Context: an optimization exercise on an open-source flow, tuned for small area and a short achievable clock period. The choices shown serve that exercise and are no tape-out recipe.
Only simulation tests tie the RTL to the original design; equivalence was not proved.
Power is estimated from default activity; no workload was simulated.

$ cat design/flow/run.sh
#!/bin/bash
# synth_recipe.tcl (not shown) runs the flow's synth.tcl, then flattens the netlist and writes it again
# the make line also repeats each setting of config.mk as NAME=value (left out here)
make -C /OpenROAD-flow-scripts/flow DESIGN_CONFIG=/design/flow/config.mk WORK_HOME=/design/flow/orfs CLKGATE_MAP_FILE= SYNTH_SCRIPT=/design/flow/synth_recipe.tcl finish
$ cat design/flow/config.mk
export PLATFORM = sky130hd
export DESIGN_NAME = Optimized_Wallace
export DESIGN_NICKNAME = Optimized_Wallace
export VERILOG_FILES = /design/flow/design.v
export SDC_FILE = /design/flow/constraint.sdc
export NUM_CORES = 4
export LEC_CHECK = 0
export CAP_MARGIN = 20
export CORE_MARGIN = 2
export CORE_UTILIZATION = 40
export SLEW_MARGIN = 20
$ cat design/flow/constraint.sdc
create_clock -name core_clock -period 3.0 [get_ports {clk}]
set_input_delay 0.6000 -clock core_clock [delete_from_list [all_inputs] [get_ports {clk}]]
set_output_delay 0.6000 -clock core_clock [all_outputs]
set_load 0.01 [all_outputs]
$ cat design/flow/design.v
`timescale 1ns / 1ps
module black_cell(
    input  wire g_left, p_left,
    input  wire g_right, p_right,
    output wire g_out, p_out
);
    assign g_out = g_left | (p_left & g_right);
    assign p_out = p_left & p_right;
endmodule
module gray_cell(
    input  wire g_left, p_left,
    input  wire g_right,
    output wire g_out
);
    assign g_out = g_left | (p_left & g_right);
endmodule
module han_carlson_32(
    input  wire [31:0] a,
    input  wire [31:0] b,
    output wire [31:0] s,
    output wire        ca
);
    wire [31:0] g0, p0;
    assign g0 = a & b;
    assign p0 = a ^ b;
    wire [31:0] gg1, pp1;
    wire [31:0] gg2, pp2;
    wire [31:0] gg3, pp3;
    wire [31:0] gg4, pp4;
    wire [31:0] gg5, pp5;
    genvar i;
    generate
        for (i = 0; i < 32; i = i + 1) begin : STAGE1
            if (i >= 1) begin
                assign gg1[i] = g0[i] | (p0[i] & g0[i-1]);
                assign pp1[i] = p0[i] & p0[i-1];
            end else begin
                assign gg1[i] = g0[i];
                assign pp1[i] = p0[i];
            end
        end
    endgenerate
    generate
        for (i = 0; i < 32; i = i + 1) begin : STAGE2
            if (i >= 2) begin
                assign gg2[i] = gg1[i] | (pp1[i] & gg1[i-2]);
                assign pp2[i] = pp1[i] & pp1[i-2];
            end else begin
                assign gg2[i] = gg1[i];
                assign pp2[i] = pp1[i];
            end
        end
    endgenerate
    generate
        for (i = 0; i < 32; i = i + 1) begin : STAGE3
            if (i >= 4) begin
                assign gg3[i] = gg2[i] | (pp2[i] & gg2[i-4]);
                assign pp3[i] = pp2[i] & pp2[i-4];
            end else begin
                assign gg3[i] = gg2[i];
                assign pp3[i] = pp2[i];
            end
        end
    endgenerate
    generate
        for (i = 0; i < 32; i = i + 1) begin : STAGE4
            if (i >= 8) begin
                assign gg4[i] = gg3[i] | (pp3[i] & gg3[i-8]);
                assign pp4[i] = pp3[i] & pp3[i-8];
            end else begin
                assign gg4[i] = gg3[i];
                assign pp4[i] = pp3[i];
            end
        end
    endgenerate
    generate
        for (i = 0; i < 32; i = i + 1) begin : STAGE5
            if (i >= 16) begin
                assign gg5[i] = gg4[i] | (pp4[i] & gg4[i-16]);
                assign pp5[i] = pp4[i] & pp4[i-16];
            end else begin
                assign gg5[i] = gg4[i];
                assign pp5[i] = pp4[i];
            end
        end
    endgenerate
    wire [31:0] c;
    assign c[0] = 1'b0;
    generate
        for (i = 1; i < 32; i = i + 1) begin : CARRY_ASSIGN
            assign c[i] = gg5[i-1];
        end
    endgenerate
    assign ca = gg5[31];
    assign s = p0 ^ c;
endmodule
module full_adder(
    input a, b, c,
    output s, ca
);
    assign s  = a ^ b ^ c;
    assign ca = (a & b) | (b & c) | (c & a);
endmodule
module compressor_7to3(
    input  [31:0] a1, a2, a3, a4, a5, a6, a7,
    output [31:0] s,
    output [31:0] c1,   
    output [31:0] c2    
);
    genvar j;
    generate
        for (j = 0; j < 32; j = j + 1) begin
            wire s1, s2, s3, s4, d1, d2, d3, d4;
            full_adder f1 (.a(a1[j]), .b(a2[j]), .c(a3[j]), .s(s1), .ca(d1));
            full_adder f2 (.a(a4[j]), .b(a5[j]), .c(a6[j]), .s(s2), .ca(d2));
            full_adder f3 (.a(s1),   .b(s2),   .c(a7[j]),  .s(s3), .ca(d3));
            full_adder f4 (.a(d1),   .b(d2),   .c(d3),    .s(s4), .ca(d4));
            assign s[j]  = s3;
            assign c1[j] = s4;  
            assign c2[j] = d4;  
        end
    endgenerate
endmodule
module csa(
    input  [31:0] a, b, c,
    output [31:0] s,
    output [31:0] ca 
);
    assign s  = a ^ b ^ c;
    assign ca = ((a & b) | (b & c) | (c & a)) << 1;
endmodule
module Optimized_Wallace(
    input clk, rst,
    input [15:0] A, B,
    output reg [31:0] PRODUCT
);
    genvar i, j;
    wire [31:0] pp [0:15];
    generate
        for (i = 0; i < 16; i = i + 1) begin
            for (j = 0; j < 32; j = j + 1) begin
                if ((j >= i) && (j < i + 16))
                    assign pp[i][j] = A[j - i] & B[i];
                else
                    assign pp[i][j] = 1'b0;
            end
        end
    endgenerate
    wire [31:0] s0, s1_1, c0, c1, c0_2, c1_2, b0, b1, b0_2, b1_2;
     compressor_7to3 u1 (.a1(pp[0]), .a2(pp[1]), .a3(pp[2]), .a4(pp[3]), .a5(pp[4]), .a6(pp[5]), .a7(pp[6]), .s(s0), .c1(b0), .c2(b0_2));
     compressor_7to3 u2 (.a1(pp[7]), .a2(pp[8]), .a3(pp[9]), .a4(pp[10]), .a5(pp[11]), .a6(pp[12]), .a7(pp[13]), .s(s1_1), .c1(b1), .c2(b1_2));
   assign c0   = b0<<1;      
   assign c1   = b1<<1;      
   assign c0_2 = b0_2<<2;    
   assign c1_2 = b1_2<<2;   
    reg [31:0] r_s0, r_s1, r_c0, r_c1, r_c02, r_c12, r_pp14, r_pp15;
    always @(posedge clk or posedge rst) begin
        if (rst) begin
            r_s0 <= 0; r_s1 <= 0;
            r_c0 <= 0; r_c1 <= 0;
            r_c02 <= 0; r_c12 <= 0;
            r_pp14 <= 0; r_pp15 <= 0;
        end 
        else begin
            r_s0 <= s0; r_s1 <= s1_1;
            r_c0 <= c0; r_c1 <= c1;
            r_c02 <= c0_2; r_c12 <= c1_2;
            r_pp14 <= pp[14]; r_pp15 <= pp[15];
        end
    end
    wire [31:0] sum2, c1_s2, c2_s2, ca1, ca2;
    compressor_7to3 p1 (.a1(r_s0), .a2(r_s1), .a3(r_c0), .a4(r_c1), .a5(r_c02), .a6(r_c12), .a7(r_pp14), .s(sum2), .c1(c1_s2), .c2(c2_s2));
    assign ca1 = c1_s2<<1;     
    assign ca2 = c2_s2<<2;     
    reg [31:0] rsum2, rca1, rca2, rlt;
    always @(posedge clk or posedge rst) begin
        if (rst) begin
            rsum2 <= 0;
            rca1 <= 0;
            rca2 <= 0;
            rlt <= 0;
        end
        else begin
            rsum2 <= sum2;
            rca1 <= ca1;
            rca2 <= ca2;
            rlt <= r_pp15;
        end
    end
    wire [31:0] ps1, pca1, s, ca;
    csa q1 (.a(rsum2), .b(rca1), .c(rca2), .s(ps1), .ca(pca1));
    csa q2 (.a(rlt), .b(ps1), .c(pca1), .s(s), .ca(ca));
    reg [31:0] rsum, rcarry;
    always @(posedge clk or posedge rst) begin
        if (rst) begin
            rsum <= 0;
            rcarry <= 0;
        end 
        else begin
            rsum <= s;
            rcarry <= ca;
        end
    end
    wire [31:0] sum;
    wire carry;
    han_carlson_32 p2 (.a(rsum), .b(rcarry), .s(sum), .ca(carry));
    always @(posedge clk or posedge rst) begin
        if (rst)
            PRODUCT <= 0;
        else
            PRODUCT <= sum;
    end
endmodule
==> run notes <==
-- area by class of cell --
cell class | count | area [um2]
clock buffers | 50 | 1050
clock inverters | 15 | 191
fillers | 3703 | 21900
inverters | 205 | 773
multi-input cells | 722 | 7850
flip-flops and latches | 337 | 8430
well taps | 539 | 674
repair buffers | 118 | 1390
-- layout by cell type, fill, tap and decap left out, types with 26 or more instances in the layout --
cell	synthesis	routed
and2_1	210	210
clkbuf_16	0	37
clkdlybuf4s50_1	0	65
ha_1	104	104
buf_12	0	27
inv_1	205	204
fa_1	203	203
buf_4	1	26
a21oi_1	26	26
dfrtp_1	337	337
nand2_1	68	68
-- worst register-to-register path, stage by stage, from the launching register on --
cell and delay [ns]:
dfrtp_1 0.34, ha_1 0.18, inv_1 0.06, fa_1 0.45, nand2b_1 0.18, a21oi_1 0.21
a211oi_1 0.08, buf_4 0.16, o31ai_2 0.45, a2111oi_0 0.25, o21bai_1 0.21, xor2_1 0.15
-- registers in the layout, indices dropped and copies added (netlist names) --
signal / flops
q2.a: 16
r_pp15: 16
rcarry: 27
p1.a3: 20
rsum2: 30
p1.a4: 20
q1.b: 27
rsum: 31
r_s0: 22
p1.a7: 16
p1.a2: 22
p1.a6: 17
p1.a5: 17
q1.c: 24
PRODUCT: 32
-- worst paths after layout --
| check | endpoint | cells past startpoint | start | slack, ns |
|---|---|---|---|---|
| min | q2.a[18]$_DFF_PP0_ | 0 | r_pp15[18]$_DFF_PP0_ | 0.34 |
| max | PRODUCT[31]$_DFF_PP0_ | 11 | rcarry[5]$_DFF_PP0_ | 0.21 |
| max reg2reg | PRODUCT[31]$_DFF_PP0_ | 11 | rcarry[5]$_DFF_PP0_ | 0.21 |
| max in group asynchronous | p1.a3[18]$_DFF_PP0_ | 4 | rst | 1.85 |
| min reg2reg | q2.a[18]$_DFF_PP0_ | 0 | r_pp15[18]$_DFF_PP0_ | 0.34 |
| min in group asynchronous | q2.a[22]$_DFF_PP0_ | 2 | rst | 0.43 |
-- cells by family after synthesis --
family	synth area share, %
buf+inv	5.34
fa+ha+maj	31.2
compound gates	2.90
flops	49.0
xor+xnor	1.07
simple gates	10.3
mux	0.124
-- power by group through the flow --
stage / Sequential, W / Clock, W / Combinational, W
final: 0.00631 / 0.00461 / 0.00556
after global placement: 0.00641 / 0 / 0.00552
after detailed placement: 0.00641 / 0 / 0.00564
after global routing: 0.00644 / 0.00494 / 0.00645
after floorplan: 0.00639 / 0 / 0.00365
after CTS: 0.00633 / 0.00475 / 0.00568
-- metal layers --
metal,up-vias,part of all wire (%)
met1,4712,49
met2,182,44
met4,0,2.4
met3,53,4.4
met5,-,0
li1,4168,-
-- Yosys cell counts, types with 3 or more instances --
master / n
nand2_1: 68
nor2_1: 21
o21ai_0: 5
a21oi_1: 26
fa_1: 203
a21o_1: 9
inv_1: 205
and2_1: 210
ha_1: 104
xor2_1: 7
dfrtp_1: 337
nand4_1: 3
xnor2_1: 14
nand3_1: 5
o21ai_1: 3
o21a_1: 4
clkbuf_1: 33
o211ai_1: 6
-- per-stage QoR --
stage | cells | setup WS [ns] | setup TNS (ns) | instance area (um2) | power (W)
4_1_cts | 1986 | 0.249 | 0 | 20400 | 0.0168
3_3_place_gp | 1921 | -0.0349 | -0.0473 | 19100 | 0.0119
5_1_grt | 1986 | 0.0831 | 0 | 20400 | 0.0178
3_5_place_dp | 1921 | -0.0625 | -0.391 | 19100 | 0.0121
6_report | 1986 | 0.210 | 0 | 20400 | 0.0165
2_1_floorplan | 1300 | -2.10 | -709.24 | 17200 | 0.0100
==> key figures <==
Synthesis
  • Synth top area share: 49.0%
  • Top FF cell, synth: dfrtp_1
  • Top post-synthesis cells by area: dfrtp_1, fa_1, and2_1
  • Register bit total from synthesis: 337
  • EDFF count, synth: 0
  • Yosys Warn Count: 1
  • Ys async rst share: 100%
  • Post-synthesis sequential area ratio: 49.0%
  • Mapped Area: 17200 um2
  • Mean Syn Cell Area: 13.2 um2
  • Post-Syn Nets: 1641
  • Number of distinct library cells after synthesis: 49
  • Area leader, netlist: dfrtp_1
  • Mapped Cells: 1300

Critical path
  • Crit Path Max Fanout: 3
  • Delay of the slowest critical-path stage: 0.45 ns
  • Crit. End Element: register
  • Worst EP required: 3.45 ns
  • Buf+Inv Stages, Crit Path: 2
  • WP data arrival: 3.24 ns
  • CP max stage cell: fa_1
  • WS Path Type: reg -> reg
  • Startpoint Class: register
  • Critical Path, Cell by Cell: ha_1, inv_1, fa_1, nand2b_1, a21oi_1, a211oi_1, buf_4, o31ai_2, a2111oi_0, o21bai_1, xor2_1
  • Largest delay share family, worst path: compound AO/OA/AOI/OAI gates

Timing
  • Worst-case clock skew: 0.0144 ns
  • Hold Slack: 0.343 ns
  • Worst-Margin Slew: 0.712 ns
  • F_max: 0.358 GHz
  • Slew Viols, Final: 0
  • Final min period: 2.79 ns
  • Max_slew headroom: 52.4%
  • Setup violations, final: 0
  • RSZ-0062 raised after global routing: false
  • Period utilization: 93.0%
  • Fin. Hold Viols: 0

Outcome
  • Status: finished clean

Cells and area
  • Area Overhead vs Synth: 18.4%
  • Util after Layout: 48.2%
  • Layout cells sized above 1: 8.57%
  • Number of inserted diodes: 0
  • Final net count: 1762

Clocking
  • Clk pin slew, worst setup/hold paths: 0.06 ns
  • Hold buffers post-CTS: 0
  • Worst skew pair latency: 0.53 ns
  • CTS Buf Count: 37
  • CTS tree: done
  • Clock root cell: clkbuf_16
  • Post-CTS setup buffer count: 0
  • H-tree depth: 2
  • Max Buffers Root-to-Sink: 3
  • Num Clock Sinks: 337
  • Cts repair resizes: 0

Power
  • Switching portion of total power: 32.3%
  • Reg power frac: 38.3%
  • PD cells: 809 nW/um2
  • Combinational Power Share: 33.7%
  • Clk pwr share: 28.0%
  • Lkg Pwr: 10.3 nW
  • Internal power: 0.0112 W
  • NetSw: 0.00532 W
  • Max VDD drop: 0.385 mV

GRT
  • GR peak layer: met2
  • Global-route wire length before repair: 55600 um
  • GR Util met3: 2.42%
  • Congestion Overflow GR: 0
  • GR met2 Demand/Resource: 24.9%
  • Tot GR Track Use: 16.2%
  • Number of global-route vias before repair: 10137
  • Largest net degree at the start of global routing: 79
  • Met1 Use GR: 23.8%
  • Initial antenna violation count: 0

Floorplanning
  • Starting Density: 40.7%
  • Die area: 44700 um2
  • Die X: 211 um
  • Row cnt: 75
  • Placeable Area: 42200 um2
  • I/O pin cnt: 66
  • Die H: 211 um

Placed design
  • GPL Wtd Cong: 0.839
  • Detailed Place HPWL: 24600 um
  • Port buffer count: 65

Route
  • DR vias/cell: 4.59
  • Initial DRC count: 442
  • Post-route ant nets: 0
  • Final WL: 33500 um
  • # DRC: 0
  • Routed length per instance: 16.8 um
  • First drt pass iteration count: 5
  • Via count: 9115

Run
  • # Max-Cap Violations: 0

Min path
  • Worst Hold Class: reg -> reg

-- static timing again, ports no longer ideal --
No port has a modelled driver above. Below, the same layout with a new extraction and two added sets of constraints.
Step 1 sets driving cells, clkbuf_16 on the clock port and buf_2 on the other inputs (assumed; they add their load-dependent delay and slew).
Step 2 moves the port delays by t, midway between the first and last clock arrival at a register: inputs arrive t later, outputs are due t later. That takes back most of the time a late clock gives input paths.
Slacks: no drivers / after step 1 / after step 2; pairs: no drivers / after step 1.
shift t [ns]: 0.567
slack for setup (ns): 0.210 / 0.210 / -0.098
clock arrival spread, ns: 0.017 / 0.018
worst data-port slew with drivers (ns): 0.04
Met with ideal ports but missed after step 2: setup timing in this run. The setup slack of this run moves by 0.000 ns with the drivers and by -0.308 ns with both steps.
